From an optimization exercise on the open Yosys and OpenROAD flow, aimed at small area and a short achievable clock period; shortcuts taken in it are not production practice. Only simulation tests tie the RTL to the original design; equivalence was not proved. Power and IR drop assume default switching activity.

## RGB_to_Gray
module RGB_to_Gray(input CLK, input [7:0] R, input [7:0] G, input [7:0] B, input In_Valid, output reg [7:0] Gray, output reg Out_Valid);
    reg [7:0] r, g, b; reg v0;
    always @(posedge CLK) begin r <= R; g <= G; b <= B; v0 <= In_Valid; end
    wire w8 = ({r[7], r[6], r[5], r[4], r[3], r[2], r[1], r[0]} >= 8'd2);
    wire w9 = ({r[7], r[6], r[5], r[4], r[3], r[2], r[1], r[0]} >= 8'd4);
    wire w10 = ({r[7], r[6], r[5], r[4], r[3], r[2], r[1], r[0]} >= 8'd7);
    wire w11 = ({r[7], r[6], r[5], r[4], r[3], r[2], r[1], r[0]} >= 8'd14);
    wire w12 = ({r[7], r[6], r[5], r[4], r[3], r[2], r[1], r[0]} >= 8'd27);
    wire w13 = ({r[7], r[6], r[5], r[4], r[3], r[2], r[1], r[0]} >= 8'd54);
    wire w14 = ({r[7], r[6], r[5], r[4], r[3], r[2], r[1], r[0]} >= 8'd108);
    wire w15 = ({r[7], r[6], r[5], r[4], r[3], r[2], r[1], r[0]} >= 8'd215);
    wire w24 = ({g[7], g[6], g[5], g[4], g[3], g[2], g[1], g[0]} >= 8'd2);
    wire w25 = ({g[7], g[6], g[5], g[4], g[3], g[2], g[1], g[0]} >= 8'd4);
    wire w26 = ({g[7], g[6], g[5], g[4], g[3], g[2], g[1], g[0]} >= 8'd7);
    wire w27 = ({g[7], g[6], g[5], g[4], g[3], g[2], g[1], g[0]} >= 8'd14);
    wire w28 = ({g[7], g[6], g[5], g[4], g[3], g[2], g[1], g[0]} >= 8'd28);
    wire w29 = ({g[7], g[6], g[5], g[4], g[3], g[2], g[1], g[0]} >= 8'd55);
    wire w30 = ({g[7], g[6], g[5], g[4], g[3], g[2], g[1], g[0]} >= 8'd110);
    wire w31 = ({g[7], g[6], g[5], g[4], g[3], g[2], g[1], g[0]} >= 8'd219);
  ...
For scale: ~660 cells after synthesis, ~150 flip-flops, about 35 I/O pins, ~0.0094 mm² of cells after synthesis.
Settings: LEC_CHECK=0, CAP_MARGIN=20, CORE_MARGIN=2, CORE_UTILIZATION=60, CTS_BUF_LIST=sky130_fd_sc_hd__clkbuf_8, PLACE_DENSITY=0.75, SLEW_MARGIN=20, SYNTH_HIERARCHICAL=1, SYNTH_MINIMUM_KEEP_SIZE=0; clock period 16.0 ns.
standard.sh (not shown) runs the stock make flow with config.mk's settings and CLKGATE_MAP_FILE= SYNTH_SCRIPT=/design/flow/synth_recipe.tcl, a recipe that flattens the netlist after the stock synthesis.
==> flow/flow/run.sh <==
#!/bin/bash
# Standard ORFS layout with the standard synthesis unchanged. Port buffers are
# sky130_fd_sc_hd__buf_2, and timing repair is asked to reach a setup slack of
# 11.95 ns at the design's own clock period and constraints.
set -euo pipefail
export SETUP_SLACK_MARGIN=11.95
export CTS_ARGS="-sink_clustering_enable -repair_clock_nets -dont_use_dummy_load -buf_list sky130_fd_sc_hd__clkbuf_8"
export BUFFER_PORTS_ARGS="-buffer_cell sky130_fd_sc_hd__buf_2"
bash standard.sh synth > synth.log 2>&1
bash standard.sh > layout.log 2>&1
Rerun with:
--- a/flow/flow/run.sh
+++ b/flow/flow/run.sh
@@ -5,5 +5,5 @@
 set -euo pipefail
 export SETUP_SLACK_MARGIN=11.95
-export CTS_ARGS="-sink_clustering_enable -repair_clock_nets -dont_use_dummy_load -buf_list sky130_fd_sc_hd__clkbuf_8"
+export CTS_ARGS="-sink_clustering_enable -repair_clock_nets -dont_use_dummy_load -buf_list sky130_fd_sc_hd__clkbuf_16 -sink_clustering_size 40 -sink_clustering_max_diameter 80"
 export BUFFER_PORTS_ARGS="-buffer_cell sky130_fd_sc_hd__buf_2"
 bash standard.sh synth > synth.log 2>&1
Outcome: The new run produced a clean layout. Global-route usage went up by 0.65 points. Critical path depth stays the same. First-iteration DRC count shrinks by a few percent. Maximum frequency rose slightly. Clock-buffer cell count is unchanged. Utilization rose by 2.1 points. Total power rises by a few percent.
Rerun with:
--- a/flow/flow/run.sh
+++ b/flow/flow/run.sh
@@ -5,5 +5,4 @@
 set -euo pipefail
 export SETUP_SLACK_MARGIN=11.95
-export CTS_ARGS="-sink_clustering_enable -repair_clock_nets -dont_use_dummy_load -buf_list sky130_fd_sc_hd__clkbuf_16 -sink_clustering_size 40 -sink_clustering_max_diameter 80"
 export BUFFER_PORTS_ARGS="-buffer_cell sky130_fd_sc_hd__buf_2"
 bash standard.sh synth > synth.log 2>&1
Outcome: Design area went down slightly; power went down by a few percent; sequential cell count stays the same.

* * *

RGB_to_Gray, a different RTL version from the one above (not shown whole).
Size in the first run: ~650 cells after synthesis, roughly 150 flip-flops, roughly 35 I/O pins, ~9400 sq um of cells after synthesis.
export LEC_CHECK = 0
export CAP_MARGIN = 20
export CORE_MARGIN = 2
export CORE_UTILIZATION = 60
export CTS_BUF_LIST = sky130_fd_sc_hd__clkbuf_8
export PLACE_DENSITY = 0.75
export SLEW_MARGIN = 20
export SYNTH_HIERARCHICAL = 1
export SYNTH_MINIMUM_KEEP_SIZE = 0
create_clock -name core_clock -period 16.0 [get_ports {CLK}]
==> flow/flow/run.sh <==
#!/bin/bash
# Standard ORFS layout with the standard synthesis unchanged. Port buffers are
# sky130_fd_sc_hd__buf_2, and timing repair is asked to reach a setup slack of
# 11.95 ns at the design's own clock period and constraints.
set -euo pipefail
export SETUP_SLACK_MARGIN=11.95
export BUFFER_PORTS_ARGS="-buffer_cell sky130_fd_sc_hd__buf_2"
bash standard.sh synth > synth.log 2>&1
bash standard.sh > layout.log 2>&1
The baseline passed the timing, DRC and antenna checks.
Rerun with:
--- a/flow/flow/run.sh
+++ b/flow/flow/run.sh
@@ -4 +4 @@
-# 11.95 ns at the design's own clock period and constraints.
+# 11.90 ns at the design's own clock period and constraints.
@@ -6 +6 @@
-export SETUP_SLACK_MARGIN=11.95
+export SETUP_SLACK_MARGIN=11.90
Routed wire length fell by 2.1%.
Cell count came out higher by 1.6%.
Cell area increases by 0.77%.
Rerun with:
--- a/flow/flow/run.sh
+++ b/flow/flow/run.sh
@@ -4 +4 @@
-# 11.90 ns at the design's own clock period and constraints.
+# 11.95 ns at the design's own clock period and constraints.
@@ -6 +6 @@
-export SETUP_SLACK_MARGIN=11.90
+export SETUP_SLACK_MARGIN=11.95
Settings changed: CTS_BUF_LIST sky130_fd_sc_hd__clkbuf_8 to unset.
Outcome:
- The new run produced a clean layout
- via count rises by 0.35%
- critical path depth is unchanged
- total power rises by 8.3%
- global-route usage rises by 1.4 points
- routed wire length rises by 5.0%
- die area stays the same
- setup slack gets better by 0.048 ns
- register-to-register slack gets worse by 0.03 ns
- synthesized area stays the same
- combinational power rises by about 4%
- maximum frequency rises by 1.2%
Rerun with:
--- a/flow/flow/run.sh
+++ b/flow/flow/run.sh
@@ -4 +4 @@
-# 11.95 ns at the design's own clock period and constraints.
+# 12.00 ns at the design's own clock period and constraints.
@@ -6 +6 @@
-export SETUP_SLACK_MARGIN=11.95
+export SETUP_SLACK_MARGIN=12.00
Settings changed: CTS_BUF_LIST set to sky130_fd_sc_hd__clkbuf_8.
What happened:
- The changed run completed with no timing, DRC or antenna violations
- total power drops by about 7%
- core utilization fell by 0.91 points
- wire length went down by about 3%
- worst hold slack gains 0.0040 ns
- area after synthesis does not change
- design area falls by 1.3%
- clock power decreases by 29%
- worst setup slack loses 0.049 ns
- global-route usage is lower by 0.92 points
- cell count increases by about 0.9%
- sequential power goes down by about 0.7%

* * *

Starting RTL as in the previous note.
clock: 16.0 ns
lec_check: 0
cap_margin: 20
core_margin: 2
core_utilization: 40
slew_margin: 20
synth_hierarchical: 1
synth_minimum_keep_size: 0
==> flow/flow/run.sh <==
#!/bin/bash
# Standard ORFS layout with the standard synthesis unchanged. Port buffers are
# sky130_fd_sc_hd__buf_2, and timing repair is asked to reach a setup slack of
# 11.95 ns at the design's own clock period and constraints.
set -euo pipefail
export SETUP_SLACK_MARGIN=11.95
export BUFFER_PORTS_ARGS="-buffer_cell sky130_fd_sc_hd__buf_2"
bash standard.sh synth > synth.log 2>&1
bash standard.sh > layout.log 2>&1
Then changed:
- CORE_UTILIZATION: 40 -> 75
- PLACE_DENSITY: default -> 0.85
=>
- worst setup slack degrades by 0.16 ns
- design area goes down by 0.42%
- cell count goes down by 13%
- hold slack barely changes

## afterwards: timing with drivers on the ports
How much do the figures lean on ideal ports? The routed layouts below were timed once more, with nothing changed but the port constraints.
Step 1: set_driving_cell puts a clkbuf_16 on CLK and a buf_2 on each other input, an assumption about the parent block.
Step 2 also shifts input and output timing later by t, the mid clock arrival at the registers, as if the neighbouring blocks saw the same clock.
Slacks: ideal / step 1 / step 2; pairs: ideal / step 1.
run	shift t [ns]	setup WS [ns]	hold slack, ns	clock arrival spread, ns	pins driven straight from the clock port
the first run of note 1	0.484	11.911 / 11.868 / 12.022	0.312 / 0.312 / 0.312	0.030 / 0.031	1
the second run of note 1	0.460	11.944 / 11.901 / 12.039	0.324 / 0.324 / 0.324	0.018 / 0.018	1
the third run of note 1	0.494	11.913 / 11.873 / 12.018	0.331 / 0.331 / 0.331	0.015 / 0.016	1
the first run of note 2	0.492	11.913 / 11.873 / 12.014	0.332 / 0.332 / 0.332	0.011 / 0.010	1
the second run of note 2	0.504	11.900 / 11.860 / 12.007	0.331 / 0.331 / 0.331	0.019 / 0.019	1
the third run of note 2	0.470	11.948 / 11.904 / 11.976	0.327 / 0.327 / 0.327	0.008 / 0.008	1
the fourth run of note 2	0.514	11.899 / 11.858 / 12.013	0.331 / 0.331 / 0.331	0.015 / 0.015	1
the first run of note 3	0.478	11.933 / 11.895 / 11.933	0.329 / 0.329 / 0.329	0.021 / 0.021	1
the second run of note 3	0.463	11.768 / 11.768 / 11.768	0.327 / 0.327 / 0.327	0.008 / 0.008	1
After both steps every run listed still meets setup and hold.
